From an optimization exercise on the open Yosys and OpenROAD flow, aimed at small area, a short achievable clock period and few clock cycles; shortcuts taken in it are not production practice.
The RTL was checked by simulation tests, not by an equivalence proof against the original design.

==> design.v <==
`timescale 1 ns / 100 ps
module mult1_fa(a, b, ci, s, co);
	input a, b, ci;
	output s, co;
	assign s  = a ^ b ^ ci;
	assign co = (a & b) | (a & ci) | (b & ci);
endmodule
module mult1_ha(a, b, s, co);
	input a, b;
	output s, co;
	assign s  = a ^ b;
	assign co = a & b;
endmodule
module mult1_ha1(a, b, s, co);
	input a, b;
	output s, co;
	assign s  = ~(a ^ b);
	assign co = a | b;
endmodule
module mult1_row(a, one, two, neg, r);
	input [31:0] a;
	input one, two, neg;
	output [33:0] r;
	wire [32:0] m = ({1'b0, a} & {33{one}}) | ({a, 1'b0} & {33{two}});
	assign r = {~neg, m ^ {33{neg}}};
endmodule
module mult1_enc(b, one, two, neg);
	input [2:0] b;
	output one, two, neg;
	assign one = b[1] ^ b[0];
	assign two = (b[2] & ~b[1] & ~b[0]) | (~b[2] & b[1] & b[0]);
	assign neg = b[2];
endmodule
module mult1_add(a, b, ci, s, c8);
	input [39:0] a, b;
	input ci;
	output [39:0] s;
	output c8;
	wire [39:0] p0 = a ^ b;
	wire [39:0] g0 = a & b;
	wire gg1 = g0[1] | (p0[1] & g0[0]);
	wire pp1 = p0[1] & p0[0];
	wire gg2 = g0[3] | (p0[3] & g0[2]);
	wire pp2 = p0[3] & p0[2];
	wire gg3 = g0[5] | (p0[5] & g0[4]);
	wire pp3 = p0[5] & p0[4];
	wire gg4 = g0[7] | (p0[7] & g0[6]);
	wire pp4 = p0[7] & p0[6];
	wire gg5 = g0[9] | (p0[9] & g0[8]);
	wire pp5 = p0[9] & p0[8];
	wire gg6 = g0[11] | (p0[11] & g0[10]);
	wire pp6 = p0[11] & p0[10];
	wire gg7 = g0[13] | (p0[13] & g0[12]);
	wire pp7 = p0[13] & p0[12];
	wire gg8 = g0[15] | (p0[15] & g0[14]);
	wire pp8 = p0[15] & p0[14];
	wire gg9 = g0[17] | (p0[17] & g0[16]);
	wire pp9 = p0[17] & p0[16];
	wire gg10 = g0[19] | (p0[19] & g0[18]);
	wire pp10 = p0[19] & p0[18];
	wire gg11 = g0[21] | (p0[21] & g0[20]);
	wire pp11 = p0[21] & p0[20];
	wire gg12 = g0[23] | (p0[23] & g0[22]);
	wire pp12 = p0[23] & p0[22];
	wire gg13 = g0[25] | (p0[25] & g0[24]);
	wire pp13 = p0[25] & p0[24];
	wire gg14 = g0[27] | (p0[27] & g0[26]);
	wire pp14 = p0[27] & p0[26];
	wire gg15 = g0[29] | (p0[29] & g0[28]);
	wire pp15 = p0[29] & p0[28];
	wire gg16 = g0[31] | (p0[31] & g0[30]);
	wire pp16 = p0[31] & p0[30];
	wire gg17 = g0[33] | (p0[33] & g0[32]);
	wire pp17 = p0[33] & p0[32];
	wire gg18 = g0[35] | (p0[35] & g0[34]);
	wire pp18 = p0[35] & p0[34];
	wire gg19 = g0[37] | (p0[37] & g0[36]);
	wire pp19 = p0[37] & p0[36];
	wire gg20 = g0[39] | (p0[39] & g0[38]);
	wire pp20 = p0[39] & p0[38];
	wire gg21 = g0[2] | (p0[2] & gg1);
	wire pp21 = p0[2] & pp1;
	wire gg22 = gg2 | (pp2 & gg1);
	wire pp22 = pp2 & pp1;
	wire gg23 = g0[6] | (p0[6] & gg3);
	wire pp23 = p0[6] & pp3;
	wire gg24 = gg4 | (pp4 & gg3);
	wire pp24 = pp4 & pp3;
	wire gg25 = g0[10] | (p0[10] & gg5);
	wire pp25 = p0[10] & pp5;
	wire gg26 = gg6 | (pp6 & gg5);
	wire pp26 = pp6 & pp5;
	wire gg27 = g0[14] | (p0[14] & gg7);
	wire pp27 = p0[14] & pp7;
	wire gg28 = gg8 | (pp8 & gg7);
	wire pp28 = pp8 & pp7;
	wire gg29 = g0[18] | (p0[18] & gg9);
	wire pp29 = p0[18] & pp9;
	wire gg30 = gg10 | (pp10 & gg9);
	wire pp30 = pp10 & pp9;
	wire gg31 = g0[22] | (p0[22] & gg11);
	wire pp31 = p0[22] & pp11;
	wire gg32 = gg12 | (pp12 & gg11);
	wire pp32 = pp12 & pp11;
	wire gg33 = g0[26] | (p0[26] & gg13);
	wire pp33 = p0[26] & pp13;
	wire gg34 = gg14 | (pp14 & gg13);
	wire pp34 = pp14 & pp13;
	wire gg35 = g0[30] | (p0[30] & gg15);
	wire pp35 = p0[30] & pp15;
	wire gg36 = gg16 | (pp16 & gg15);
	wire pp36 = pp16 & pp15;
	wire gg37 = g0[34] | (p0[34] & gg17);
	wire pp37 = p0[34] & pp17;
	wire gg38 = gg18 | (pp18 & gg17);
	wire pp38 = pp18 & pp17;
	wire gg39 = g0[38] | (p0[38] & gg19);
	wire pp39 = p0[38] & pp19;
	wire gg40 = gg20 | (pp20 & gg19);
	wire pp40 = pp20 & pp19;
	wire gg41 = g0[4] | (p0[4] & gg22);
	wire pp41 = p0[4] & pp22;
	wire gg42 = gg3 | (pp3 & gg22);
	wire pp42 = pp3 & pp22;
	wire gg43 = gg23 | (pp23 & gg22);
	wire pp43 = pp23 & pp22;
	wire gg44 = gg24 | (pp24 & gg22);
	wire pp44 = pp24 & pp22;
	wire gg45 = g0[12] | (p0[12] & gg26);
	wire pp45 = p0[12] & pp26;
	wire gg46 = gg7 | (pp7 & gg26);
	wire pp46 = pp7 & pp26;
	wire gg47 = gg27 | (pp27 & gg26);
	wire pp47 = pp27 & pp26;
	wire gg48 = gg28 | (pp28 & gg26);
	wire pp48 = pp28 & pp26;
	wire gg49 = g0[20] | (p0[20] & gg30);
	wire pp49 = p0[20] & pp30;
	wire gg50 = gg11 | (pp11 & gg30);
	wire pp50 = pp11 & pp30;
	wire gg51 = gg31 | (pp31 & gg30);
	wire pp51 = pp31 & pp30;
	wire gg52 = gg32 | (pp32 & gg30);
	wire pp52 = pp32 & pp30;
	wire gg53 = g0[28] | (p0[28] & gg34);
	wire pp53 = p0[28] & pp34;
	wire gg54 = gg15 | (pp15 & gg34);
	wire pp54 = pp15 & pp34;
	wire gg55 = gg35 | (pp35 & gg34);
	wire pp55 = pp35 & pp34;
	wire gg56 = gg36 | (pp36 & gg34);
	wire pp56 = pp36 & pp34;
	wire gg57 = g0[36] | (p0[36] & gg38);
	wire pp57 = p0[36] & pp38;
	wire gg58 = gg19 | (pp19 & gg38);
	wire pp58 = pp19 & pp38;
	wire gg59 = gg39 | (pp39 & gg38);
	wire pp59 = pp39 & pp38;
	wire gg60 = gg40 | (pp40 & gg38);
	wire pp60 = pp40 & pp38;
	wire gg61 = g0[8] | (p0[8] & gg44);
	wire pp61 = p0[8] & pp44;
	wire gg62 = gg5 | (pp5 & gg44);
	wire pp62 = pp5 & pp44;
	wire gg63 = gg25 | (pp25 & gg44);
	wire pp63 = pp25 & pp44;
	wire gg64 = gg26 | (pp26 & gg44);
	wire pp64 = pp26 & pp44;
	wire gg65 = gg45 | (pp45 & gg44);
	wire pp65 = pp45 & pp44;
	wire gg66 = gg46 | (pp46 & gg44);
	wire pp66 = pp46 & pp44;
	wire gg67 = gg47 | (pp47 & gg44);
	wire pp67 = pp47 & pp44;
	wire gg68 = gg48 | (pp48 & gg44);
	wire pp68 = pp48 & pp44;
	wire gg69 = g0[24] | (p0[24] & gg52);
	wire pp69 = p0[24] & pp52;
	wire gg70 = gg13 | (pp13 & gg52);
	wire pp70 = pp13 & pp52;
	wire gg71 = gg33 | (pp33 & gg52);
	wire pp71 = pp33 & pp52;
	wire gg72 = gg34 | (pp34 & gg52);
	wire pp72 = pp34 & pp52;
	wire gg73 = gg53 | (pp53 & gg52);
	wire pp73 = pp53 & pp52;
	wire gg74 = gg54 | (pp54 & gg52);
	wire pp74 = pp54 & pp52;
	wire gg75 = gg55 | (pp55 & gg52);
	wire pp75 = pp55 & pp52;
	wire gg76 = gg56 | (pp56 & gg52);
	wire pp76 = pp56 & pp52;
	wire gg77 = g0[16] | (p0[16] & gg68);
	wire pp77 = p0[16] & pp68;
	wire gg78 = gg9 | (pp9 & gg68);
	wire pp78 = pp9 & pp68;
	wire gg79 = gg29 | (pp29 & gg68);
	wire pp79 = pp29 & pp68;
	wire gg80 = gg30 | (pp30 & gg68);
	wire pp80 = pp30 & pp68;
	wire gg81 = gg49 | (pp49 & gg68);
	wire pp81 = pp49 & pp68;
	wire gg82 = gg50 | (pp50 & gg68);
	wire pp82 = pp50 & pp68;
	wire gg83 = gg51 | (pp51 & gg68);
	wire pp83 = pp51 & pp68;
	wire gg84 = gg52 | (pp52 & gg68);
	wire pp84 = pp52 & pp68;
	wire gg85 = gg69 | (pp69 & gg68);
	wire pp85 = pp69 & pp68;
	wire gg86 = gg70 | (pp70 & gg68);
	wire pp86 = pp70 & pp68;
	wire gg87 = gg71 | (pp71 & gg68);
	wire pp87 = pp71 & pp68;
	wire gg88 = gg72 | (pp72 & gg68);
	wire pp88 = pp72 & pp68;
	wire gg89 = gg73 | (pp73 & gg68);
	wire pp89 = pp73 & pp68;
	wire gg90 = gg74 | (pp74 & gg68);
	wire pp90 = pp74 & pp68;
	wire gg91 = gg75 | (pp75 & gg68);
	wire pp91 = pp75 & pp68;
	wire gg92 = gg76 | (pp76 & gg68);
	wire pp92 = pp76 & pp68;
	wire gg93 = g0[32] | (p0[32] & gg92);
	wire pp93 = p0[32] & pp92;
	wire gg94 = gg17 | (pp17 & gg92);
	wire pp94 = pp17 & pp92;
	wire gg95 = gg37 | (pp37 & gg92);
	wire pp95 = pp37 & pp92;
	wire gg96 = gg38 | (pp38 & gg92);
	wire pp96 = pp38 & pp92;
	wire gg97 = gg57 | (pp57 & gg92);
	wire pp97 = pp57 & pp92;
	wire gg98 = gg58 | (pp58 & gg92);
	wire pp98 = pp58 & pp92;
	wire gg99 = gg59 | (pp59 & gg92);
	wire pp99 = pp59 & pp92;
	wire gg100 = gg60 | (pp60 & gg92);
	wire pp100 = pp60 & pp92;
	assign s = p0 ^ {(gg99 | (pp99 & ci)), (gg98 | (pp98 & ci)), (gg97 | (pp97 & ci)), (gg96 | (pp96 & ci)), (gg95 | (pp95 & ci)), (gg94 | (pp94 & ci)), (gg93 | (pp93 & ci)), (gg92 | (pp92 & ci)), (gg91 | (pp91 & ci)), (gg90 | (pp90 & ci)), (gg89 | (pp89 & ci)), (gg88 | (pp88 & ci)), (gg87 | (pp87 & ci)), (gg86 | (pp86 & ci)), (gg85 | (pp85 & ci)), (gg84 | (pp84 & ci)), (gg83 | (pp83 & ci)), (gg82 | (pp82 & ci)), (gg81 | (pp81 & ci)), (gg80 | (pp80 & ci)), (gg79 | (pp79 & ci)), (gg78 | (pp78 & ci)), (gg77 | (pp77 & ci)), (gg68 | (pp68 & ci)), (gg67 | (pp67 & ci)), (gg66 | (pp66 & ci)), (gg65 | (pp65 & ci)), (gg64 | (pp64 & ci)), (gg63 | (pp63 & ci)), (gg62 | (pp62 & ci)), (gg61 | (pp61 & ci)), (gg44 | (pp44 & ci)), (gg43 | (pp43 & ci)), (gg42 | (pp42 & ci)), (gg41 | (pp41 & ci)), (gg22 | (pp22 & ci)), (gg21 | (pp21 & ci)), (gg1 | (pp1 & ci)), (g0[0] | (p0[0] & ci)), ci};
	assign c8 = (gg44 | (pp44 & ci));
endmodule
module mult1(clk, rst, start, ack, multiplicand, multiplier, product, done);
	input clk;
	input rst;
	input start;
	input ack;
	input [31:0] multiplicand;
	input [31:0] multiplier;
	output [63:0] product;
	output done;
reg        idle_q;   
reg        iter_q;   
reg        fin_q;    
reg        done_q;   
reg        first_q;  
reg [1:0]  cnt;
reg [31:0] a_q;      
reg [31:0] b_q;      
reg [34:0] s_q;      
reg [33:0] c_q;      
reg [7:0]  sl_q;     
reg [7:0]  cl_q;     
reg        cy_q;     
reg        ng_q;     
assign done    = done_q;
assign product = {a_q, b_q};
wire last = (cnt == 2'd3);
wire [9:0] nb = idle_q ? {multiplier[9:2], 2'b00} : {b_q[17:16] & {2{cnt != 2'd2}}, b_q[15:9], 1'b0};
wire [3:0] one_d, two_d, neg_d;
mult1_enc e1 (.b(nb[3:1]), .one(one_d[0]), .two(two_d[0]), .neg(neg_d[0]));
mult1_enc e2 (.b(nb[5:3]), .one(one_d[1]), .two(two_d[1]), .neg(neg_d[1]));
mult1_enc e3 (.b(nb[7:5]), .one(one_d[2]), .two(two_d[2]), .neg(neg_d[2]));
mult1_enc e4 (.b(nb[9:7]), .one(one_d[3]), .two(two_d[3]), .neg(neg_d[3]));
reg [3:0] one_q, two_q, neg_q;
always @(posedge clk) begin
	one_q <= one_d;
	two_q <= two_d;
	neg_q <= neg_d;
end
wire neg1 = neg_q[0], neg2 = neg_q[1], neg3 = neg_q[2], neg4 = neg_q[3];
wire [33:0] r1, r2, r3, r4;
mult1_row w1 (.a(a_q), .one(one_q[0]), .two(two_q[0]), .neg(neg_q[0]), .r(r1));
mult1_row w2 (.a(a_q), .one(one_q[1]), .two(two_q[1]), .neg(neg_q[1]), .r(r2));
mult1_row w3 (.a(a_q), .one(one_q[2]), .two(two_q[2]), .neg(neg_q[2]), .r(r3));
mult1_row w4 (.a(a_q), .one(one_q[3]), .two(two_q[3]), .neg(neg_q[3]), .r(r4));
reg f0_q, f1_q, nf_q;
always @(posedge clk) begin
	f0_q <= idle_q & multiplier[0];
	f1_q <= idle_q & multiplier[1];
	nf_q <= ~idle_q;
end
wire [34:0] sx = {s_q[34] | ~nf_q, s_q[33:32] & {2{nf_q}}, (a_q & {32{f0_q}}) | (s_q[31:0] & {32{nf_q}})};
wire [33:0] cx = {c_q[33] & nf_q, (a_q & {32{f1_q}}) | (c_q[32:1] & {32{nf_q}}), c_q[0] & nf_q};
wire        n0 = ng_q & nf_q;
wire s1, k2, s3, k4, s5, k6, s7, k8, s9, k10, s11, k12, s13, k14, s15, k16, s17, k18, s19, k20, s21, k22, s23, k24, s25, k26, s27, k28, s29, k30, s31, k32, s33, k34, s35, k36, s37, k38, s39, k40, s41, k42, s43, k44, s45, k46, s47, k48, s49, k50, s51, k52, s53, k54, s55, k56, s57, k58, s59, k60, s61, k62, s63, k64, s65, k66, s67, k68, s69, k70, s71, k72, s73, k74, s75, k76, s77, k78, s79, k80, s81, k82, s83, k84, s85, k86, s87, k88, s89, k90, s91, k92, s93, k94, s95, k96, s97, k98, s99, k100, s101, k102, s103, k104, s105, k106, s107, k108, s109, k110, s111, k112, s113, k114, s115, k116, s117, k118, s119, k120, s121, k122, s123, k124, s125, k126, s127, k128, s129, k130, s131, k132, s133, k134, s135, k136, s137, k138, s139, k140, s141, k142, s143, k144, s145, k146, s147, k148, s149, k150, s151, k152, s153, k154, s155, k156, s157, k158, s159, k160, s161, k162, s163, k164, s165, k166, s167, k168, s169, k170, s171, k172, s173, k174, s175, k176, s177, k178, s179, k180, s181, k182, s183, k184, s185, k186, s187, k188, s189, k190, s191, k192, s193, k194, s195, k196, s197, k198, s199, k200, s201, k202, s203, k204, s205, k206, s207, k208, s209, k210, s211, k212, s213, k214, s215, k216, s217, k218, s219, k220, s221, k222, s223, k224, s225, k226, s227, k228, s229, k230, s231, k232, s233, k234, s235, k236, s237, k238, s239, k240, s241, k242, s243, k244, s245, k246, s247, k248, s249, k250, s251, k252, s253, k254, s255, k256, s257, k258, s259, k260, s261, k262, s263, k264, s265, k266, s267, k268, s269, k270, s271, k272, s273, k274, s275, k276, s277, k278, s279;
mult1_ha h2 (.a(neg2), .b(sx[4]), .s(s1), .co(k2));
mult1_ha h4 (.a(sx[5]), .b(cx[5]), .s(s3), .co(k4));
mult1_fa f6 (.a(neg3), .b(sx[6]), .ci(cx[6]), .s(s5), .co(k6));
mult1_ha h8 (.a(r1[4]), .b(r2[2]), .s(s7), .co(k8));
mult1_fa f10 (.a(sx[7]), .b(cx[7]), .ci(r1[5]), .s(s9), .co(k10));
mult1_ha h12 (.a(r2[3]), .b(r3[1]), .s(s11), .co(k12));
mult1_fa f14 (.a(sx[8]), .b(cx[8]), .ci(r1[6]), .s(s13), .co(k14));
mult1_fa f16 (.a(r2[4]), .b(r3[2]), .ci(r4[0]), .s(s15), .co(k16));
mult1_fa f18 (.a(sx[9]), .b(cx[9]), .ci(r1[7]), .s(s17), .co(k18));
mult1_fa f20 (.a(r2[5]), .b(r3[3]), .ci(r4[1]), .s(s19), .co(k20));
mult1_fa f22 (.a(sx[10]), .b(cx[10]), .ci(r1[8]), .s(s21), .co(k22));
mult1_fa f24 (.a(r2[6]), .b(r3[4]), .ci(r4[2]), .s(s23), .co(k24));
mult1_fa f26 (.a(sx[11]), .b(cx[11]), .ci(r1[9]), .s(s25), .co(k26));
mult1_fa f28 (.a(r2[7]), .b(r3[5]), .ci(r4[3]), .s(s27), .co(k28));
mult1_fa f30 (.a(sx[12]), .b(cx[12]), .ci(r1[10]), .s(s29), .co(k30));
mult1_fa f32 (.a(r2[8]), .b(r3[6]), .ci(r4[4]), .s(s31), .co(k32));
mult1_fa f34 (.a(sx[13]), .b(cx[13]), .ci(r1[11]), .s(s33), .co(k34));
mult1_fa f36 (.a(r2[9]), .b(r3[7]), .ci(r4[5]), .s(s35), .co(k36));
mult1_fa f38 (.a(sx[14]), .b(cx[14]), .ci(r1[12]), .s(s37), .co(k38));
mult1_fa f40 (.a(r2[10]), .b(r3[8]), .ci(r4[6]), .s(s39), .co(k40));
mult1_fa f42 (.a(sx[15]), .b(cx[15]), .ci(r1[13]), .s(s41), .co(k42));
mult1_fa f44 (.a(r2[11]), .b(r3[9]), .ci(r4[7]), .s(s43), .co(k44));
mult1_fa f46 (.a(sx[16]), .b(cx[16]), .ci(r1[14]), .s(s45), .co(k46));
mult1_fa f48 (.a(r2[12]), .b(r3[10]), .ci(r4[8]), .s(s47), .co(k48));
mult1_fa f50 (.a(sx[17]), .b(cx[17]), .ci(r1[15]), .s(s49), .co(k50));
mult1_fa f52 (.a(r2[13]), .b(r3[11]), .ci(r4[9]), .s(s51), .co(k52));
mult1_fa f54 (.a(sx[18]), .b(cx[18]), .ci(r1[16]), .s(s53), .co(k54));
mult1_fa f56 (.a(r2[14]), .b(r3[12]), .ci(r4[10]), .s(s55), .co(k56));
mult1_fa f58 (.a(sx[19]), .b(cx[19]), .ci(r1[17]), .s(s57), .co(k58));
mult1_fa f60 (.a(r2[15]), .b(r3[13]), .ci(r4[11]), .s(s59), .co(k60));
mult1_fa f62 (.a(sx[20]), .b(cx[20]), .ci(r1[18]), .s(s61), .co(k62));
mult1_fa f64 (.a(r2[16]), .b(r3[14]), .ci(r4[12]), .s(s63), .co(k64));
mult1_fa f66 (.a(sx[21]), .b(cx[21]), .ci(r1[19]), .s(s65), .co(k66));
mult1_fa f68 (.a(r2[17]), .b(r3[15]), .ci(r4[13]), .s(s67), .co(k68));
mult1_fa f70 (.a(sx[22]), .b(cx[22]), .ci(r1[20]), .s(s69), .co(k70));
mult1_fa f72 (.a(r2[18]), .b(r3[16]), .ci(r4[14]), .s(s71), .co(k72));
mult1_fa f74 (.a(sx[23]), .b(cx[23]), .ci(r1[21]), .s(s73), .co(k74));
mult1_fa f76 (.a(r2[19]), .b(r3[17]), .ci(r4[15]), .s(s75), .co(k76));
mult1_fa f78 (.a(sx[24]), .b(cx[24]), .ci(r1[22]), .s(s77), .co(k78));
mult1_fa f80 (.a(r2[20]), .b(r3[18]), .ci(r4[16]), .s(s79), .co(k80));
mult1_fa f82 (.a(sx[25]), .b(cx[25]), .ci(r1[23]), .s(s81), .co(k82));
mult1_fa f84 (.a(r2[21]), .b(r3[19]), .ci(r4[17]), .s(s83), .co(k84));
mult1_fa f86 (.a(sx[26]), .b(cx[26]), .ci(r1[24]), .s(s85), .co(k86));
mult1_fa f88 (.a(r2[22]), .b(r3[20]), .ci(r4[18]), .s(s87), .co(k88));
mult1_fa f90 (.a(sx[27]), .b(cx[27]), .ci(r1[25]), .s(s89), .co(k90));
mult1_fa f92 (.a(r2[23]), .b(r3[21]), .ci(r4[19]), .s(s91), .co(k92));
mult1_fa f94 (.a(sx[28]), .b(cx[28]), .ci(r1[26]), .s(s93), .co(k94));
mult1_fa f96 (.a(r2[24]), .b(r3[22]), .ci(r4[20]), .s(s95), .co(k96));
mult1_fa f98 (.a(sx[29]), .b(cx[29]), .ci(r1[27]), .s(s97), .co(k98));
mult1_fa f100 (.a(r2[25]), .b(r3[23]), .ci(r4[21]), .s(s99), .co(k100));
mult1_fa f102 (.a(sx[30]), .b(cx[30]), .ci(r1[28]), .s(s101), .co(k102));
mult1_fa f104 (.a(r2[26]), .b(r3[24]), .ci(r4[22]), .s(s103), .co(k104));
mult1_fa f106 (.a(sx[31]), .b(cx[31]), .ci(r1[29]), .s(s105), .co(k106));
mult1_fa f108 (.a(r2[27]), .b(r3[25]), .ci(r4[23]), .s(s107), .co(k108));
mult1_fa f110 (.a(sx[32]), .b(cx[32]), .ci(r1[30]), .s(s109), .co(k110));
mult1_fa f112 (.a(r2[28]), .b(r3[26]), .ci(r4[24]), .s(s111), .co(k112));
mult1_fa f114 (.a(sx[33]), .b(cx[33]), .ci(r1[31]), .s(s113), .co(k114));
mult1_fa f116 (.a(r2[29]), .b(r3[27]), .ci(r4[25]), .s(s115), .co(k116));
mult1_fa f118 (.a(sx[34]), .b(r1[32]), .ci(r2[30]), .s(s117), .co(k118));
mult1_ha1 g120 (.a(r3[28]), .b(r4[26]), .s(s119), .co(k120));
mult1_fa f122 (.a(r1[33]), .b(r2[31]), .ci(r3[29]), .s(s121), .co(k122));
mult1_ha h124 (.a(r2[32]), .b(r3[30]), .s(s123), .co(k124));
mult1_ha h126 (.a(neg1), .b(sx[2]), .s(s125), .co(k126));
mult1_ha h128 (.a(sx[3]), .b(cx[3]), .s(s127), .co(k128));
mult1_fa f130 (.a(cx[4]), .b(r1[2]), .ci(r2[0]), .s(s129), .co(k130));
mult1_fa f132 (.a(r1[3]), .b(r2[1]), .ci(k2), .s(s131), .co(k132));
mult1_fa f134 (.a(r3[0]), .b(k4), .ci(s5), .s(s133), .co(k134));
mult1_fa f136 (.a(k6), .b(k8), .ci(s11), .s(s135), .co(k136));
mult1_fa f138 (.a(k12), .b(k10), .ci(s13), .s(s137), .co(k138));
mult1_fa f140 (.a(k14), .b(s17), .ci(k16), .s(s139), .co(k140));
mult1_fa f142 (.a(k18), .b(s21), .ci(k20), .s(s141), .co(k142));
mult1_fa f144 (.a(k22), .b(s25), .ci(k24), .s(s143), .co(k144));
mult1_fa f146 (.a(k26), .b(s29), .ci(k28), .s(s145), .co(k146));
mult1_fa f148 (.a(k30), .b(s33), .ci(k32), .s(s147), .co(k148));
mult1_fa f150 (.a(k34), .b(s37), .ci(k36), .s(s149), .co(k150));
mult1_fa f152 (.a(k38), .b(s41), .ci(k40), .s(s151), .co(k152));
mult1_fa f154 (.a(k42), .b(s45), .ci(k44), .s(s153), .co(k154));
mult1_fa f156 (.a(k46), .b(s49), .ci(k48), .s(s155), .co(k156));
mult1_fa f158 (.a(k50), .b(s53), .ci(k52), .s(s157), .co(k158));
mult1_fa f160 (.a(k54), .b(s57), .ci(k56), .s(s159), .co(k160));
mult1_fa f162 (.a(k58), .b(s61), .ci(k60), .s(s161), .co(k162));
mult1_fa f164 (.a(k62), .b(s65), .ci(k64), .s(s163), .co(k164));
mult1_fa f166 (.a(k66), .b(s69), .ci(k68), .s(s165), .co(k166));
mult1_fa f168 (.a(k70), .b(s73), .ci(k72), .s(s167), .co(k168));
mult1_fa f170 (.a(k74), .b(s77), .ci(k76), .s(s169), .co(k170));
mult1_fa f172 (.a(k78), .b(s81), .ci(k80), .s(s171), .co(k172));
mult1_fa f174 (.a(k82), .b(s85), .ci(k84), .s(s173), .co(k174));
mult1_fa f176 (.a(k86), .b(s89), .ci(k88), .s(s175), .co(k176));
mult1_fa f178 (.a(k90), .b(s93), .ci(k92), .s(s177), .co(k178));
mult1_fa f180 (.a(k94), .b(s97), .ci(k96), .s(s179), .co(k180));
mult1_fa f182 (.a(k98), .b(s101), .ci(k100), .s(s181), .co(k182));
mult1_fa f184 (.a(k102), .b(s105), .ci(k104), .s(s183), .co(k184));
mult1_fa f186 (.a(k106), .b(s109), .ci(k108), .s(s185), .co(k186));
mult1_fa f188 (.a(k110), .b(s113), .ci(k112), .s(s187), .co(k188));
mult1_fa f190 (.a(k114), .b(s117), .ci(s119), .s(s189), .co(k190));
mult1_fa f192 (.a(r4[27]), .b(k118), .ci(k120), .s(s191), .co(k192));
mult1_fa f194 (.a(r4[28]), .b(s123), .ci(k122), .s(s193), .co(k194));
mult1_fa f196 (.a(r2[33]), .b(r3[31]), .ci(r4[29]), .s(s195), .co(k196));
mult1_ha h198 (.a(r3[32]), .b(r4[30]), .s(s197), .co(k198));
mult1_ha h200 (.a(n0), .b(sx[0]), .s(s199), .co(k200));
mult1_ha h202 (.a(sx[1]), .b(cx[1]), .s(s201), .co(k202));
mult1_fa f204 (.a(cx[2]), .b(r1[0]), .ci(s125), .s(s203), .co(k204));
mult1_fa f206 (.a(r1[1]), .b(k126), .ci(s127), .s(s205), .co(k206));
mult1_fa f208 (.a(k128), .b(s1), .ci(s129), .s(s207), .co(k208));
mult1_fa f210 (.a(s3), .b(k130), .ci(s131), .s(s209), .co(k210));
mult1_fa f212 (.a(s7), .b(k132), .ci(s133), .s(s211), .co(k212));
mult1_fa f214 (.a(s9), .b(k134), .ci(s135), .s(s213), .co(k214));
mult1_fa f216 (.a(s15), .b(k136), .ci(s137), .s(s215), .co(k216));
mult1_fa f218 (.a(s19), .b(k138), .ci(s139), .s(s217), .co(k218));
mult1_fa f220 (.a(s23), .b(k140), .ci(s141), .s(s219), .co(k220));
mult1_fa f222 (.a(s27), .b(k142), .ci(s143), .s(s221), .co(k222));
mult1_fa f224 (.a(s31), .b(k144), .ci(s145), .s(s223), .co(k224));
mult1_fa f226 (.a(s35), .b(k146), .ci(s147), .s(s225), .co(k226));
mult1_fa f228 (.a(s39), .b(k148), .ci(s149), .s(s227), .co(k228));
mult1_fa f230 (.a(s43), .b(k150), .ci(s151), .s(s229), .co(k230));
mult1_fa f232 (.a(s47), .b(k152), .ci(s153), .s(s231), .co(k232));
mult1_fa f234 (.a(s51), .b(k154), .ci(s155), .s(s233), .co(k234));
mult1_fa f236 (.a(s55), .b(k156), .ci(s157), .s(s235), .co(k236));
mult1_fa f238 (.a(s59), .b(k158), .ci(s159), .s(s237), .co(k238));
mult1_fa f240 (.a(s63), .b(k160), .ci(s161), .s(s239), .co(k240));
mult1_fa f242 (.a(s67), .b(k162), .ci(s163), .s(s241), .co(k242));
mult1_fa f244 (.a(s71), .b(k164), .ci(s165), .s(s243), .co(k244));
mult1_fa f246 (.a(s75), .b(k166), .ci(s167), .s(s245), .co(k246));
mult1_fa f248 (.a(s79), .b(k168), .ci(s169), .s(s247), .co(k248));
mult1_fa f250 (.a(s83), .b(k170), .ci(s171), .s(s249), .co(k250));
mult1_fa f252 (.a(s87), .b(k172), .ci(s173), .s(s251), .co(k252));
mult1_fa f254 (.a(s91), .b(k174), .ci(s175), .s(s253), .co(k254));
mult1_fa f256 (.a(s95), .b(k176), .ci(s177), .s(s255), .co(k256));
mult1_fa f258 (.a(s99), .b(k178), .ci(s179), .s(s257), .co(k258));
mult1_fa f260 (.a(s103), .b(k180), .ci(s181), .s(s259), .co(k260));
mult1_fa f262 (.a(s107), .b(k182), .ci(s183), .s(s261), .co(k262));
mult1_fa f264 (.a(s111), .b(k184), .ci(s185), .s(s263), .co(k264));
mult1_fa f266 (.a(s115), .b(k186), .ci(s187), .s(s265), .co(k266));
mult1_fa f268 (.a(k116), .b(k188), .ci(s189), .s(s267), .co(k268));
mult1_fa f270 (.a(s121), .b(k190), .ci(s191), .s(s269), .co(k270));
mult1_ha1 g272 (.a(s193), .b(k192), .s(s271), .co(k272));
mult1_fa f274 (.a(k124), .b(s195), .ci(k194), .s(s273), .co(k274));
mult1_ha1 g276 (.a(s197), .b(k196), .s(s275), .co(k276));
mult1_fa f278 (.a(r3[33]), .b(r4[31]), .ci(k198), .s(s277), .co(k278));
assign s279 = ~r4[32];
wire [42:0] st = {1'b0, r4[32], k278, k276, k274, k272, k270, k268, k266, k264, k262, k260, k258, k256, k254, k252, k250, k248, k246, k244, k242, k240, k238, k236, k234, k232, k230, k228, k226, k224, k222, k220, k218, k216, k214, k212, k210, k208, k206, k204, k202, k200, s199};
wire [42:0] ct = {1'b0, r4[33], s279, s277, s275, s273, s271, s269, s267, s265, s263, s261, s259, s257, s255, s253, s251, s249, s247, s245, s243, s241, s239, s237, s235, s233, s231, s229, s227, s225, s223, s221, s219, s217, s215, s213, s211, s209, s207, s205, s203, s201, cx[0]};
wire [39:0] sum;
wire        lo8;
mult1_add ad (.a({s_q[31:0], sl_q}), .b({c_q[31:0], cl_q}), .ci(cy_q), .s(sum), .c8(lo8));
wire [8:0]  lo  = {lo8, sum[7:0]};
wire a_nz = |multiplicand;
wire b_nz = |multiplier;
always @(posedge clk or posedge rst)
	if (rst) begin
		idle_q  <= 1'b1;
		iter_q  <= 1'b0;
		fin_q   <= 1'b0;
		done_q  <= 1'b0;
		first_q <= 1'b1;
		cnt     <= 2'd0;
	end else begin
		idle_q  <= (idle_q & ~start) | (done_q & ack);
		iter_q  <= (idle_q & start & a_nz & b_nz) | (iter_q & ~last);
		fin_q   <= iter_q & last;
		done_q  <= fin_q | (idle_q & start & ~(a_nz & b_nz)) | (done_q & ~ack);
		first_q <= idle_q;
		cnt     <= iter_q ? cnt + 2'd1 : 2'd0;
	end
always @(posedge clk) begin
	s_q  <= st[42:8];
	c_q  <= ct[41:8];
	sl_q <= st[7:0];
	cl_q <= ct[7:0];
	cy_q <= lo[8] & ~first_q;
	ng_q <= neg4;
end
always @(posedge clk)
	if (idle_q) begin
		a_q <= multiplicand & {32{b_nz}};
		b_q <= multiplier & {32{a_nz}};
	end else if (iter_q | fin_q) begin
		b_q <= {lo[7:0], b_q[31:8]};
		if (fin_q)
			a_q <= sum[39:8];
	end
endmodule
==> flow/run.sh <==
#!/bin/bash
# The standard layout (standard.sh: the ORFS synthesis and flow), with one change:
# the port buffers that ORFS's buffer_ports inserts are the small sky130_fd_sc_hd__buf_1
# instead of the delay-cell buffer it picks by default. Every port still gets a buffer.
set -euo pipefail
export BUFFER_PORTS_ARGS="-buffer_cell sky130_fd_sc_hd__buf_1"
bash standard.sh finish > standard.log 2>&1
==> standard.sh <==
#!/bin/bash
# synth_recipe.tcl (not shown) runs the flow's synth.tcl, then flattens the netlist and writes it again
# the make line also repeats each setting of config.mk as NAME=value (left out here)
make -C /OpenROAD-flow-scripts/flow DESIGN_CONFIG=/design/flow/config.mk WORK_HOME=/design/flow/orfs CLKGATE_MAP_FILE= SYNTH_SCRIPT=/design/flow/synth_recipe.tcl "${@:-finish}"
==> config.mk <==
export PLATFORM = sky130hd
export DESIGN_NAME = mult1
export DESIGN_NICKNAME = mult1
export VERILOG_FILES = /design/flow/design.v
export SDC_FILE = /design/flow/constraint.sdc
export NUM_CORES = 4
export LEC_CHECK = 0
export CAP_MARGIN = 20
export CORE_MARGIN = 2
export CORE_UTILIZATION = 65
export CTS_BUF_LIST = sky130_fd_sc_hd__clkbuf_4 sky130_fd_sc_hd__clkbuf_8
export SETUP_SLACK_MARGIN = 2.0
export SLEW_MARGIN = 20
export SYNTH_HIERARCHICAL = 1
export SYNTH_MINIMUM_KEEP_SIZE = 0
==> constraint.sdc <==
create_clock -name core_clock -period 5.0 [get_ports {clk}]
set_input_delay 1.0000 -clock core_clock [delete_from_list [all_inputs] [get_ports {clk}]]
set_output_delay 1.0000 -clock core_clock [all_outputs]
set_load 0.01 [all_outputs]
==> reports/metrics.json, run 1 <==
{
  "pin_count": {"value": 133},
  "layout_common_cells": {"value": "sky130_fd_sc_hd__xnor2_1, sky130_fd_sc_hd__buf_1, sky130_fd_sc_hd__fa_1"},
  "clock_insertion_delay_worst_skew": {"value": 0.47, "unit": "ns"},
  "worst_hold_slack": {"value": 0.423, "unit": "ns"},
  "report.final.setup_viol": {"value": 0},
  "post_layout_worst_setup_margin": {"value": 2.07, "unit": "ns"},
  "grt_antenna_before_repair": {"value": 0},
  "ys_async_rst_share": {"value": 0.0407},
  "max-clock-path-buffers": {"value": 2},
  "synthesis.area": {"value": 12900, "unit": "sq um"},
  "route.vias.total": {"value": 9784},
  "fp-row-count": {"value": 51},
  "clkSinkCount": {"value": 172},
  "residual_overflow_from_global_routing": {"value": 0},
  "final_core_utilization": {"value": 0.711},
  "yosys_warnings": {"value": 7},
  "drtPass1Iterations": {"value": 5},
  "run_status": {"value": "complete, no violations"},
  "netlist_instances": {"value": 1146},
  "wirelength": {"value": 35.5, "unit": "mm"},
  "synth_nets": {"value": 1395},
  "max-cap-violations": {"value": 0},
  "cts_tree": {"value": "done"},
  "worst_clock_skew": {"value": 0.0127, "unit": "ns"},
  "dr.first_iter.drc_count": {"value": 975},
  "grtUsageTotal": {"value": 0.350},
  "fillers": {"value": 1480},
  "grt_pass1_wl": {"value": 54.5, "unit": "mm"},
  "ant_nets": {"value": 0},
  "drcViolationCount": {"value": 0},
  "yosysTopAreaCellShare": {"value": 0.197},
  "finish.instance_area": {"value": 13800, "unit": "sq um"},
  "grt_max_degree": {"value": 69},
  "io_buffer_count": {"value": 132},
  "wl_per_cell": {"value": 23.6, "unit": "um"},
  "critPathMaxFanout": {"value": 9},
  "max_clock_freq": {"value": 341, "unit": "MHz"},
  "timing_hold_violations_final": {"value": 0},
  "rsz0062_at_grt": {"value": "true"},
  "maxSlewViolCount": {"value": 0},
  "initial_core_util": {"value": 0.662},
  "relSlewSlack": {"value": 0.332},
  "synthesized_area_divided_by_synthesized_cell_count": {"value": 11.2, "unit": "sq um"},
  "fp.dieW": {"value": 145, "unit": "um"},
  "layout.cells.most_common": {"value": "sky130_fd_sc_hd__xnor2_1"},
  "worst_setup_path_start_kind": {"value": "flip-flop"},
  "synthFlopType": {"value": "sky130_fd_sc_hd__dfxtp_1"},
  "final_nets": {"value": 1481},
  "placed_cells": {"value": 1476},
  "synth_enable_flop_cells": {"value": 64},
  "cts_htree_levels": {"value": 4},
  "post_route_cells_drive_above_1_share": {"value": 0.0619},
  "pre_cts_slack": {"value": 1.84, "unit": "ns"},
  "hold_path.class": {"value": "input port to async pin"},
  "post-synth-top-area-cell": {"value": "sky130_fd_sc_hd__fa_1"},
  "final_cells": {"value": 1509},
  "clk_pin_slew_worst_paths": {"value": 0.10, "unit": "ns"},
  "cp_data_required_time": {"value": 5.20, "unit": "ns"},
  "synthToLayoutAreaGrowth": {"value": 7.32, "unit": "%"},
  "tns": {"value": 0, "unit": "ns"},
  "die_outline_area": {"value": 21000, "unit": "sq um"},
  "timing_worst_setup_path_type": {"value": "flip-flop to flip-flop"},
  "cp.arrival": {"value": 3.13, "unit": "ns"},
  "grt_pass1_vias": {"value": 9616},
  "dpl.hpwl": {"value": 24.4, "unit": "mm"},
  "netlist_top_cells_area": {"value": "sky130_fd_sc_hd__fa_1, sky130_fd_sc_hd__dfxtp_1, sky130_fd_sc_hd__edfxtp_1"},
  "cp-end-kind": {"value": "flip-flop"},
  "gp_congestion": {"value": 0.937},
  "cts.hold.buffers_added": {"value": 0},
  "worst_margin_slew": {"value": 1.00, "unit": "ns"},
  "min_period": {"value": 2.93, "unit": "ns"},
  "antennaDiodeCount": {"value": 0},
  "die_height": {"value": 145, "unit": "um"},
  "synth_sequential_area_ratio": {"value": 0.320},
  "cts_inserted_buffers": {"value": 17},
  "vias_per_cell": {"value": 6.48},
  "design.core.area": {"value": 19500, "unit": "sq um"},
  "synth.ff_latch_count": {"value": 172},
  "timing.final.crit_share": {"value": 0.586},
  "placed_cell_area": {"value": 13300, "unit": "sq um"},
  "yosysUniqueCellTypes": {"value": 55},
  "root_buffer": {"value": "sky130_fd_sc_hd__clkbuf_8"}
}
==> state kept, by name (all words and copies together) (netlist names), 4 cells and up <==
signal	cells
c_q	34
s_q	34
a_q	32
b_q	32
cl_q	8
sl_q	8
neg_q	4
one_q	4
two_q	4
==> what timing repair did <==
action,4_1_cts,5_1_grt
pin swaps,1,4
buffers inserted,1,1
setup endpoints to repair,41,22
gates resized for setup,4,8
==> critical path, cell delays in order (launching register included) <==
cell	delay, ns
sky130_fd_sc_hd__dfxtp_1	0.34
sky130_fd_sc_hd__ha_1	0.35
sky130_fd_sc_hd__a211oi_2	0.31
sky130_fd_sc_hd__o21bai_2	0.13
sky130_fd_sc_hd__a21oi_4	0.23
sky130_fd_sc_hd__o31ai_4	0.11
sky130_fd_sc_hd__buf_12	0.16
sky130_fd_sc_hd__a32oi_4	0.34
sky130_fd_sc_hd__o31ai_4	0.09
sky130_fd_sc_hd__buf_12	0.17
sky130_fd_sc_hd__a41oi_1	0.23
sky130_fd_sc_hd__xnor2_1	0.09
sky130_fd_sc_hd__o2bb2ai_1	0.12
==> per-layer routing <==
layer / global-route usage / wire [um]
met4: 0.107 / 937
met1: 0.482 / 14500
met3: 0.0793 / 3010
met5: 0 / 0
met2: 0.556 / 17100
==> layout make-up <==
| cell class | count | area [sq um] | share of cell area |
|---|---|---|---|
| Clock buffer | 17 | 234 | 0.0169 |
| Clock inverter | 14 | 183 | 0.0132 |
| Inverter | 29 | 109 | 0.00787 |
| Multi-Input combinational cell | 866 | 8200 | 0.593 |
| Sequential cell | 172 | 4150 | 0.300 |
| Tap cell | 265 | 332 | 0.0240 |
| Timing Repair Buffer | 146 | 626 | 0.0452 |
==> Yosys stat by module, one instance, submodules excluded <==
module     copies in the design  area, sq um
mult1_ha1                     3         27.5
mult1_enc                     4         38.8
mult1_fa                    126         20.0
mult1_add                     1         1580
mult1_ha                     10         12.5
mult1                         1         5990
mult1_row                     4          609
==> cells by family (layout without fill, tap and decap cells) <==
family | after synthesis | in the layout | synth area share
and+or+nand+nor | 180 | 180 | 0.0640
buffers and inverters | 108 | 206 | 0.0467
AOI/OAI and AO/OA | 336 | 336 | 0.205
adders and majority gates | 181 | 181 | 0.250
DFF | 172 | 172 | 0.320
xor gates and xnor gates | 169 | 169 | 0.115
==> cells in the mapped netlist (20+ instances only) <==
library cell	count
sky130_fd_sc_hd__clkbuf_1	23
sky130_fd_sc_hd__a22o_1	64
sky130_fd_sc_hd__fa_1	127
sky130_fd_sc_hd__dfxtp_1	101
sky130_fd_sc_hd__edfxtp_1	64
sky130_fd_sc_hd__nand2_1	103
sky130_fd_sc_hd__nor2_1	20
sky130_fd_sc_hd__inv_1	29
sky130_fd_sc_hd__ha_1	54
sky130_fd_sc_hd__a22oi_1	124
sky130_fd_sc_hd__a21oi_1	24
sky130_fd_sc_hd__o2bb2ai_1	55
sky130_fd_sc_hd__xnor2_1	153
==> worst paths after layout <==
check / start / end / slack [ns] / depth (start not counted)
min reg2reg: cnt[0]$_DFF_PP0_ / cnt[0]$_DFF_PP0_ / 0.46 / 1
min in group core_clock: cnt[0]$_DFF_PP0_ / cnt[0]$_DFF_PP0_ / 0.46 / 1
max: sl_q[0]$_DFF_P_ / a_q[30]$_DFFE_PP_ / 2.07 / 12
max reg2reg: sl_q[0]$_DFF_P_ / a_q[30]$_DFFE_PP_ / 2.07 / 12
max in group asynchronous: rst / first_q$_DFF_PP1_ / 4.30 / 2
min: rst / cnt[1]$_DFF_PP0_ / 0.42 / 2
Testbench counts, summed over its fixed seeds: cycles 3,299.
==> run 2, diff against run 1 <==
--- a/config.mk
+++ b/config.mk
@@ -9,7 +9,7 @@
 export CORE_MARGIN = 2
 export CORE_UTILIZATION = 65
 export CTS_BUF_LIST = sky130_fd_sc_hd__clkbuf_4 sky130_fd_sc_hd__clkbuf_8
-export SETUP_SLACK_MARGIN = 2.0
+export SETUP_SLACK_MARGIN = 2.1
 export SLEW_MARGIN = 20
 export SYNTH_HIERARCHICAL = 1
 export SYNTH_MINIMUM_KEEP_SIZE = 0
==> run 2 against run 1 <==
Non-clock buffer count rose by 3. Worst hold slack gained 0.0031 ns. Area after synthesis did not move. Setup slack improved by 0.087 ns. Die area unchanged. Clock skew barely moved. Still clean. Highest routed layer unchanged. Register-to-register slack improved by 0.09 ns.
==> reports/metrics.json, run 2 <==
{
  "synth_simple_gate_area_frac": {"value": 0.0640, "change": "unchanged"},
  "synthToLayoutAreaGrowth": {"value": 7.77, "unit": "%"},
  "post_route_cells_drive_above_1_share": {"value": 0.0666, "change": "+0.00466"},
  "synth_sequential_area_ratio": {"value": 0.320, "change": "unchanged"},
  "route.vias.total": {"value": 9791, "change": "+0.072%"},
  "cts_htree_levels": {"value": 4, "change": "unchanged"},
  "yosys_warnings": {"value": 7, "change": "unchanged"},
  "synth-adder-area-share": {"value": 0.250, "change": "unchanged"},
  "largestRegisters": {"value": "c_q: 34 flops, s_q: 34 flops"},
  "netlist_top_cells_area": {"value": "sky130_fd_sc_hd__fa_1, sky130_fd_sc_hd__dfxtp_1, sky130_fd_sc_hd__edfxtp_1"},
  "max_clock_freq": {"value": 352, "unit": "MHz", "change": "+3.0%"},
  "worstRegToRegCells": {"value": 12, "change": "unchanged"},
  "design.core.area": {"value": 19500, "unit": "sq um", "change": "unchanged"},
  "placed_cells": {"value": 1476, "change": "unchanged"},
  "timing_hold_violations_final": {"value": 0, "change": "unchanged"},
  "grt_max_degree": {"value": 69, "change": "unchanged"},
  "dpl.hpwl": {"value": 24.4, "unit": "mm", "change": "unchanged"},
  "timing.rr.end": {"value": "a_q[30]$_DFFE_PP_"},
  "clkSinkCount": {"value": 172, "change": "unchanged"},
  "grtUsageTotal": {"value": 0.350, "change": "+0.000382"},
  "wl_per_cell": {"value": 23.5, "unit": "um", "change": "-0.23%"},
  "synth.ff_latch_count": {"value": 172, "change": "unchanged"},
  "worst_clock_skew": {"value": 0.0132, "unit": "ns", "change": "+0.000464 ns"},
  "maxSlewViolCount": {"value": 0, "change": "unchanged"},
  "rsz0062_at_grt": {"value": "true"},
  "yosysTopAreaCellShare": {"value": 0.197, "change": "unchanged"},
  "synthesized_area_divided_by_synthesized_cell_count": {"value": 11.2, "unit": "sq um", "change": "unchanged"},
  "final_cells": {"value": 1512, "change": "+0.20%"},
  "critical_path.startpoint": {"value": "sl_q[0]$_DFF_P_"},
  "timing_worst_setup_path_type": {"value": "flip-flop to flip-flop"},
  "synthTopCellsByCount": {"value": "sky130_fd_sc_hd__xnor2_1, sky130_fd_sc_hd__fa_1, sky130_fd_sc_hd__a22oi_1, sky130_fd_sc_hd__nand2_1, sky130_fd_sc_hd__dfxtp_1"},
  "worst_hold_slack": {"value": 0.426, "unit": "ns", "change": "+0.00309 ns"},
  "dr.first_iter.drc_count": {"value": 1100, "change": "+13%"},
  "yosysMostFrequentCell": {"value": "sky130_fd_sc_hd__xnor2_1"},
  "fp.dieW": {"value": 145, "unit": "um", "change": "unchanged"},
  "root_buffer": {"value": "sky130_fd_sc_hd__clkbuf_8"},
  "initial_core_util": {"value": 0.662, "change": "unchanged"},
  "clk_pin_slew_worst_paths": {"value": 0.10, "unit": "ns", "change": "about the same"},
  "min_period": {"value": 2.84, "unit": "ns", "change": "-0.0866 ns"},
  "use_met3": {"value": 0.0809, "change": "+0.00165"},
  "report.final.setup_viol": {"value": 0, "change": "unchanged"},
  "synthFlopType": {"value": "sky130_fd_sc_hd__dfxtp_1"},
  "netlist_instances": {"value": 1146, "change": "unchanged"},
  "cts_inserted_buffers": {"value": 17, "change": "unchanged"},
  "synth_nets": {"value": 1395, "change": "unchanged"},
  "gp_congestion": {"value": 0.937, "change": "unchanged"},
  "final_core_utilization": {"value": 0.714, "change": "+0.00302"},
  "ys_async_rst_share": {"value": 0.0407, "change": "unchanged"},
  "io_buffer_count": {"value": 132, "change": "unchanged"},
  "max_stage_delay": {"value": 0.34, "unit": "ns", "change": "about the same"},
  "critical-path-slowest-cell": {"value": "sky130_fd_sc_hd__dfxtp_1"},
  "compound_cell_area_share_of_the_yosys_netlist": {"value": 0.205, "change": "unchanged"},
  "clock_insertion_delay_worst_skew": {"value": 0.46, "unit": "ns", "change": "about the same"},
  "antennaDiodeCount": {"value": 0, "change": "unchanged"},
  "run_status": {"value": "complete, no violations"},
  "max-cap-violations": {"value": 0, "change": "unchanged"},
  "worst_setup_path_start_kind": {"value": "flip-flop"},
  "cells_traversed_along_the_worst_timing_path": {"value": "ha_1 > a211oi_2 > o21bai_2 > a21oi_4 > o31ai_4 > buf_12 > a32oi_4 > o31ai_4 > buf_12 > a41oi_1 > xnor2_1 > o2bb2ai_1"},
  "wirelength": {"value": 35.5, "unit": "mm", "change": "about the same"},
  "pre_cts_slack": {"value": 1.84, "unit": "ns", "change": "unchanged"},
  "drcViolationCount": {"value": 0, "change": "unchanged"},
  "residual_overflow_from_global_routing": {"value": 0, "change": "unchanged"},
  "timing.final.crit_share": {"value": 0.569, "change": "-0.0173"},
  "layout_common_cells": {"value": "sky130_fd_sc_hd__xnor2_1, sky130_fd_sc_hd__buf_1, sky130_fd_sc_hd__fa_1"},
  "gr-usage-met2": {"value": 0.555, "change": "about the same"},
  "synth.mux.area_fraction": {"value": 0, "change": "unchanged"},
  "ant_nets": {"value": 0, "change": "unchanged"},
  "max-clock-path-buffers": {"value": 2, "change": "unchanged"},
  "cp.arrival": {"value": 3.04, "unit": "ns", "change": "-0.09 ns"},
  "vias_per_cell": {"value": 6.48, "change": "-0.13%"},
  "tns": {"value": 0, "unit": "ns", "change": "unchanged"},
  "grt_antenna_before_repair": {"value": 0, "change": "unchanged"},
  "relSlewSlack": {"value": 0.346, "change": "+0.0135"},
  "layout.cells.most_common": {"value": "sky130_fd_sc_hd__xnor2_1"},
  "die_height": {"value": 145, "unit": "um", "change": "unchanged"},
  "worst_margin_slew": {"value": 0.979, "unit": "ns", "change": "-0.0202 ns"},
  "r2r_setup_slack": {"value": 2.16, "unit": "ns", "change": "+0.09 ns"},
  "groute.layer.met1.usage": {"value": 0.482, "change": "about the same"},
  "yosysUniqueCellTypes": {"value": 55, "change": "unchanged"},
  "post-synth-top-area-cell": {"value": "sky130_fd_sc_hd__fa_1"},
  "synthXorXnorAreaFrac": {"value": 0.115, "change": "unchanged"},
  "final_nets": {"value": 1484, "change": "+0.20%"},
  "cts_tree": {"value": "done"},
  "synthesis.area": {"value": 12900, "unit": "sq um", "change": "unchanged"},
  "hold_path.class": {"value": "input port to async pin"},
  "synth_enable_flop_cells": {"value": 64, "change": "unchanged"},
  "critPathMaxFanout": {"value": 9, "change": "unchanged"},
  "drtPass1Iterations": {"value": 5, "change": "unchanged"},
  "cp-end-kind": {"value": "flip-flop"},
  "grt_pass1_vias": {"value": 9620, "change": "+0.042%"},
  "fp-row-count": {"value": 51, "change": "unchanged"},
  "largest_family_of_logic_cells_by_synthesized_area": {"value": "adder cells"},
  "post_layout_worst_setup_margin": {"value": 2.16, "unit": "ns", "change": "+0.0866 ns"},
  "pin_count": {"value": 133, "change": "unchanged"},
  "die_outline_area": {"value": 21000, "unit": "sq um", "change": "unchanged"},
  "critical_path.reg2reg.startpoint": {"value": "sl_q[0]$_DFF_P_"},
  "grt_pass1_wl": {"value": 54.5, "unit": "mm", "change": "about the same"},
  "global_route.peak_usage_layer": {"value": "met2"},
  "cp_data_required_time": {"value": 5.19, "unit": "ns", "change": "about the same"}
}
==> run 2: cell count changes in the layout (fill, tap and decap cells not counted) <==
| cell | before | now |
|---|---|---|
| sky130_fd_sc_hd__o21ai_0 | 14 | 13 |
| sky130_fd_sc_hd__dfxtp_4 | 4 | 12 |
| sky130_fd_sc_hd__a31oi_2 | 0 | 2 |
| sky130_fd_sc_hd__buf_4 | 12 | 15 |
| sky130_fd_sc_hd__a31oi_1 | 4 | 2 |
| sky130_fd_sc_hd__o21ai_2 | 1 | 2 |
| sky130_fd_sc_hd__dfxtp_2 | 10 | 2 |
==> run 2: worst max-delay path by stage <==
stage	cells after the start	slack, ns	end
finish	12	2.16	a_q[30]$_DFFE_PP_
global route	12	2.02	a_q[30]$_DFFE_PP_
CTS	10	2.12	a_q[15]$_DFFE_PP_
detailed placement	6	1.84	c_q[26]$_DFF_P_
global placement	5	1.78	c_q[20]$_DFF_P_
floorplan	10	2.41	a_q[30]$_DFFE_PP_
==> run 2: cell families after synthesis <==
kind of cell               Yosys count
AOI/OAI and AO/OA                  336
adders and majority gates          181
and+or+nand+nor                    180
DFF                                172
xor gates and xnor gates           169
buffers and inverters              108
==> run 2: per-module statistics from Yosys (local to each module, per instance) <==
module / flops+latches / cell area, sq um / copies in the design / cells
mult1_enc: 0 / 38.8 / 4 / 5
mult1: 172 / 5990 / 1 / 469
mult1_ha: 0 / 12.5 / 10 / 1
mult1_add: 0 / 1580 / 1 / 198
mult1_ha1: 0 / 27.5 / 3 / 5
mult1_row: 0 / 609 / 4 / 77
mult1_fa: 0 / 20.0 / 126 / 1
==> run 2: repair_timing <==
action | 4_1_cts | 5_1_grt
endpoints found under the setup margin | 66 | 33
hold buffers | 0 | 0
buffers inserted | 1 | 4
gates resized for setup | 8 | 16
gates cloned | 0 | 0
pin swaps | 2 | 5
==> run 2: critical path: cells and delay by family, from the launching register on <==
| kind | cells | cell delay [ns] |
|---|---|---|
| DFF | 1 | 0.34 |
| AOI/OAI and AO/OA | 8 | 1.49 |
| buffers and inverters | 2 | 0.33 |
| xor gates and xnor gates | 1 | 0.09 |
| adders and majority gates | 1 | 0.34 |
==> run 2: stage by stage <==
step / instance area (sq um)
finish: 13900
global route: 13900
CTS: 13800
detailed placement: 13300
global placement: 13300
floorplan: 12900
==> run 2: final cells by class <==
cell class / instances / area (sq um)
inverter: 29 / 109
clock inverter: 14 / 183
timing repair buffer: 149 / 648
fill: 1473 / 5570
multi-input combinational: 866 / 8220
sequential: 172 / 4170
tap: 265 / 332
clock buffer: 17 / 234
==> run 2: routing by layer <==
metal  vias to the layer above  routed length (um)
met1                      4900               14300
met3                        53                3210
li1                       4339                   -
met5                         -                   0
met4                         0                 850
met2                       499               17200
==> run 3, diff against run 2 <==
--- a/config.mk
+++ b/config.mk
@@ -9,7 +9,7 @@
 export CORE_MARGIN = 2
 export CORE_UTILIZATION = 65
 export CTS_BUF_LIST = sky130_fd_sc_hd__clkbuf_4 sky130_fd_sc_hd__clkbuf_8
-export SETUP_SLACK_MARGIN = 2.1
+export SETUP_SLACK_MARGIN = 2.3
 export SLEW_MARGIN = 20
 export SYNTH_HIERARCHICAL = 1
 export SYNTH_MINIMUM_KEEP_SIZE = 0
==> run 3 against run 2 <==
Via count increased by 2.6%. Sequential share of layout area decreased by 0.96 points. Critical endpoint is now a_q[27]$_DFFE_PP_. Largest cell class unchanged.
==> reports/metrics.json, run 3 <==
{
  "run_status": {"value": "complete, no violations"},
  "maxSlewViolCount": {"value": 0, "change": "unchanged"},
  "fp.dieW": {"value": 145, "unit": "um", "change": "unchanged"},
  "vias_per_cell": {"value": 6.48, "change": "about the same"},
  "wirelength": {"value": 36.8, "unit": "mm", "change": "+3.5%"},
  "dpl.hpwl": {"value": 24.4, "unit": "mm", "change": "unchanged"},
  "critical-path-slowest-cell": {"value": "sky130_fd_sc_hd__dfxtp_4"},
  "timing.final.crit_share": {"value": 0.554, "change": "-0.0146"},
  "yosysUniqueCellTypes": {"value": 55, "change": "unchanged"},
  "worst_clock_skew": {"value": 0.0163, "unit": "ns", "change": "+0.00311 ns"},
  "yosysMostFrequentCell": {"value": "sky130_fd_sc_hd__xnor2_1"},
  "cp_data_required_time": {"value": 5.32, "unit": "ns", "change": "+0.13 ns"},
  "cp-end-kind": {"value": "flip-flop"},
  "synthTopCellsByCount": {"value": "sky130_fd_sc_hd__xnor2_1, sky130_fd_sc_hd__fa_1, sky130_fd_sc_hd__a22oi_1, sky130_fd_sc_hd__nand2_1, sky130_fd_sc_hd__dfxtp_1"},
  "netlist_instances": {"value": 1146, "change": "unchanged"},
  "layout_common_cells": {"value": "sky130_fd_sc_hd__xnor2_1, sky130_fd_sc_hd__buf_1, sky130_fd_sc_hd__fa_1"},
  "max-clock-path-buffers": {"value": 2, "change": "unchanged"},
  "cts_htree_levels": {"value": 4, "change": "unchanged"},
  "timing_hold_violations_final": {"value": 0, "change": "unchanged"},
  "grt_pass1_vias": {"value": 9721, "change": "+1.0%"},
  "ys_async_rst_share": {"value": 0.0407, "change": "unchanged"},
  "timing_worst_setup_path_type": {"value": "flip-flop to flip-flop"},
  "design.core.area": {"value": 19500, "unit": "sq um", "change": "unchanged"},
  "max_clock_freq": {"value": 361, "unit": "MHz", "change": "+2.6%"},
  "grt_pass1_wl": {"value": 55.0, "unit": "mm", "change": "+0.97%"},
  "fillers": {"value": 1405, "change": "-4.6%"},
  "post-synth-top-area-cell": {"value": "sky130_fd_sc_hd__fa_1"},
  "critical_path.startpoint": {"value": "cl_q[0]$_DFF_P_"},
  "r2r_setup_slack": {"value": 2.23, "unit": "ns", "change": "+0.07 ns"},
  "synth.ff_latch_count": {"value": 172, "change": "unchanged"},
  "cells_traversed_along_the_worst_timing_path": {"value": "ha_4 > a211oi_4 > o21bai_2 > a21oi_4 > o31ai_4 > buf_12 > a32oi_4 > o31ai_4 > buf_12 > a311o_1 > nand3_1 > o2bb2ai_1"},
  "post_route_cells_drive_above_1_share": {"value": 0.113, "change": "+0.0462"},
  "grt_max_degree": {"value": 69, "change": "unchanged"},
  "pre_cts_slack": {"value": 1.84, "unit": "ns", "change": "unchanged"},
  "worst_setup_path_start_kind": {"value": "flip-flop"},
  "clk_pin_slew_worst_paths": {"value": 0.10, "unit": "ns", "change": "about the same"},
  "cts_tree": {"value": "done"},
  "timing.rr.end": {"value": "a_q[27]$_DFFE_PP_"},
  "clock_insertion_delay_worst_skew": {"value": 0.47, "unit": "ns", "change": "about the same"},
  "worst_margin_slew": {"value": 0.995, "unit": "ns", "change": "+0.0160 ns"},
  "antennaDiodeCount": {"value": 0, "change": "unchanged"},
  "drcViolationCount": {"value": 0, "change": "unchanged"},
  "final_cells": {"value": 1551, "change": "+2.6%"},
  "worstRegToRegCells": {"value": 12, "change": "unchanged"},
  "tns": {"value": 0, "unit": "ns", "change": "unchanged"},
  "critPathMaxFanout": {"value": 9, "change": "unchanged"},
  "yosys_warnings": {"value": 7, "change": "unchanged"},
  "post_layout_worst_setup_margin": {"value": 2.23, "unit": "ns", "change": "+0.0731 ns"},
  "initial_core_util": {"value": 0.662, "change": "unchanged"},
  "clkSinkCount": {"value": 172, "change": "unchanged"},
  "cts_inserted_buffers": {"value": 17, "change": "unchanged"},
  "cp.arrival": {"value": 3.09, "unit": "ns", "change": "+0.05 ns"},
  "wl_per_cell": {"value": 23.7, "unit": "um", "change": "+0.94%"},
  "critical_path.reg2reg.startpoint": {"value": "cl_q[0]$_DFF_P_"},
  "placed_cells": {"value": 1476, "change": "unchanged"},
  "max-cap-violations": {"value": 0, "change": "unchanged"},
  "io_buffer_count": {"value": 132, "change": "unchanged"},
  "dr.first_iter.drc_count": {"value": 959, "change": "-13%"},
  "pin_count": {"value": 133, "change": "unchanged"},
  "netlist_top_cells_area": {"value": "sky130_fd_sc_hd__fa_1, sky130_fd_sc_hd__dfxtp_1, sky130_fd_sc_hd__edfxtp_1"},
  "grt_antenna_before_repair": {"value": 0, "change": "unchanged"},
  "root_buffer": {"value": "sky130_fd_sc_hd__clkbuf_8"},
  "rsz0062_at_grt": {"value": "true"},
  "hold_path.class": {"value": "input port to async pin"},
  "synth_nets": {"value": 1395, "change": "unchanged"},
  "residual_overflow_from_global_routing": {"value": 0, "change": "unchanged"},
  "grtUsageTotal": {"value": 0.353, "change": "+0.00302"},
  "die_height": {"value": 145, "unit": "um", "change": "unchanged"},
  "worstSetupEndpoint": {"value": "a_q[27]$_DFFE_PP_"},
  "die_outline_area": {"value": 21000, "unit": "sq um", "change": "unchanged"},
  "worst_hold_slack": {"value": 0.424, "unit": "ns", "change": "-0.00215 ns"},
  "route.vias.total": {"value": 10000, "change": "+2.6%"},
  "fp-row-count": {"value": 51, "change": "unchanged"},
  "ant_nets": {"value": 0, "change": "unchanged"},
  "synthFlopType": {"value": "sky130_fd_sc_hd__dfxtp_1"},
  "drtPass1Iterations": {"value": 5, "change": "unchanged"},
  "synth_sequential_area_ratio": {"value": 0.320, "change": "unchanged"},
  "largestRegisters": {"value": "c_q: 34 flops, s_q: 34 flops"},
  "yosysTopAreaCellShare": {"value": 0.197, "change": "unchanged"},
  "report.final.setup_viol": {"value": 0, "change": "unchanged"},
  "layout.cells.most_common": {"value": "sky130_fd_sc_hd__xnor2_1"},
  "final_nets": {"value": 1523, "change": "+2.6%"},
  "max_stage_delay": {"value": 0.36, "unit": "ns", "change": "+0.02 ns"},
  "min_period": {"value": 2.77, "unit": "ns", "change": "-0.0731 ns"},
  "synthToLayoutAreaGrowth": {"value": 11.6, "unit": "%"},
  "synthesized_area_divided_by_synthesized_cell_count": {"value": 11.2, "unit": "sq um", "change": "unchanged"},
  "synthesis.area": {"value": 12900, "unit": "sq um", "change": "unchanged"},
  "synth_enable_flop_cells": {"value": 64, "change": "unchanged"},
  "relSlewSlack": {"value": 0.335, "change": "-0.0107"},
  "gp_congestion": {"value": 0.937, "change": "unchanged"}
}
==> run 3: cell counts after synthesis <==
No cell type changed its count.
==> run 3: cells by family after synthesis <==
logic type               count (synthesis)  synth area share
AO/OA/AOI/OAI                          336             0.205
XOR/XNOR                               169             0.115
adder cells (fa/ha/maj)                181             0.250
buffers and inverters                  108            0.0467
flip-flops                             172             0.320
AND/OR/NAND/NOR                        180            0.0640
==> run 3: metrics by stage <==
step	utilization	cell area, sq um
6_report	0.739	14400
2_1_floorplan	-	12900
3_3_place_gp	0.685	13300
4_1_cts	0.716	13900
3_5_place_dp	0.685	13300
5_1_grt	0.739	14400
==> run 3: routing by layer <==
layer / GRT usage / up-vias / part of all wire
met5: 0 / - / 0
met4: 0.114 / 0 / 0.029
met1: 0.480 / 4999 / 0.40
li1: - / 4420 / -
met2: 0.565 / 546 / 0.48
met3: 0.0813 / 78 / 0.091
==> run 3: critical path, delay by kind of cell, from the launching register on <==
kind                       cells  cell delay [ns]
DFF                            1             0.36
adders and majority gates      1             0.25
and+or+nand+nor                1             0.10
AOI/OAI and AO/OA              8             1.59
buffers and inverters          2             0.32
==> run 3: layout make-up <==
class	count	area [sq um]	share of cell area
sequential	172	4180	0.290
inverter	29	109	0.00756
clock inverter	14	183	0.0127
multi-input combinational	866	8370	0.581
timing repair buffer	188	988	0.0687
tap	265	332	0.0230
clock buffer	17	234	0.0163
==> run 3: worst min path at each step <==
stage                          start          endpoint  cells past startpoint
finish                           rst  cnt[1]$_DFF_PP0_                      2
detailed placement  cnt[0]$_DFF_PP0_  cnt[0]$_DFF_PP0_                      1
global placement    cnt[0]$_DFF_PP0_  cnt[0]$_DFF_PP0_                      1
floorplan           neg_q[3]$_DFF_P_      ng_q$_DFF_P_                      0
CTS                              rst  cnt[0]$_DFF_PP0_                      2
global route                     rst  cnt[1]$_DFF_PP0_                      2
==> run 3: modules after synthesis, one instance, submodules excluded <==
module     area (sq um)  times used  flip-flops and latches  cells inside
mult1              5990           1                     172           469
mult1_add          1580           1                       0           198
mult1_enc          38.8           4                       0             5
mult1_fa           20.0         126                       0             1
mult1_ha           12.5          10                       0             1
mult1_ha1          27.5           3                       0             5
mult1_row           609           4                       0            77
==> run 3: repair_timing <==
| item | CTS | global route |
|---|---|---|
| endpoints found under the hold margin | 0 | 0 |
| endpoints found under the setup margin | 82 | 40 |
| pin swaps | 7 | 9 |
| hold buffers | 0 | 0 |
| buffers inserted | 6 | 38 |
| gates resized for setup | 29 | 27 |

## static timing again, ports no longer ideal
No port has a modelled driver above. Below, the same layouts with a new extraction and two added sets of constraints.
Step 1: set_driving_cell puts a clkbuf_16 on clk and a buf_2 on each other input, an assumption about the parent block.
Step 2 adds t to the input delays and takes it off the output delays; t is the mean of the earliest and latest rising clock arrival at the registers after step 1. Input paths then give back, and output paths get back, about the clock's delay inside the block.
a / b / c = ideal ports / drivers / drivers and shift; a / b = the first two.
run	shift t [ns]	setup WS [ns]	worst setup path at the end	clock arrival spread, ns	worst data-port slew with drivers (ns)
run 1	0.504	2.070 / 2.070 / 2.008	input to register	0.014 / 0.015	0.04
run 2	0.500	2.157 / 2.157 / 2.015	input to register	0.014 / 0.013	0.04
run 3	0.505	2.230 / 2.230 / 1.996	input to register	0.016 / 0.016	0.04
After both steps setup and hold are still met in every run listed. The setup slack of run 3, which loses most, moves by 0.000 ns with the drivers and by -0.234 ns with both steps.
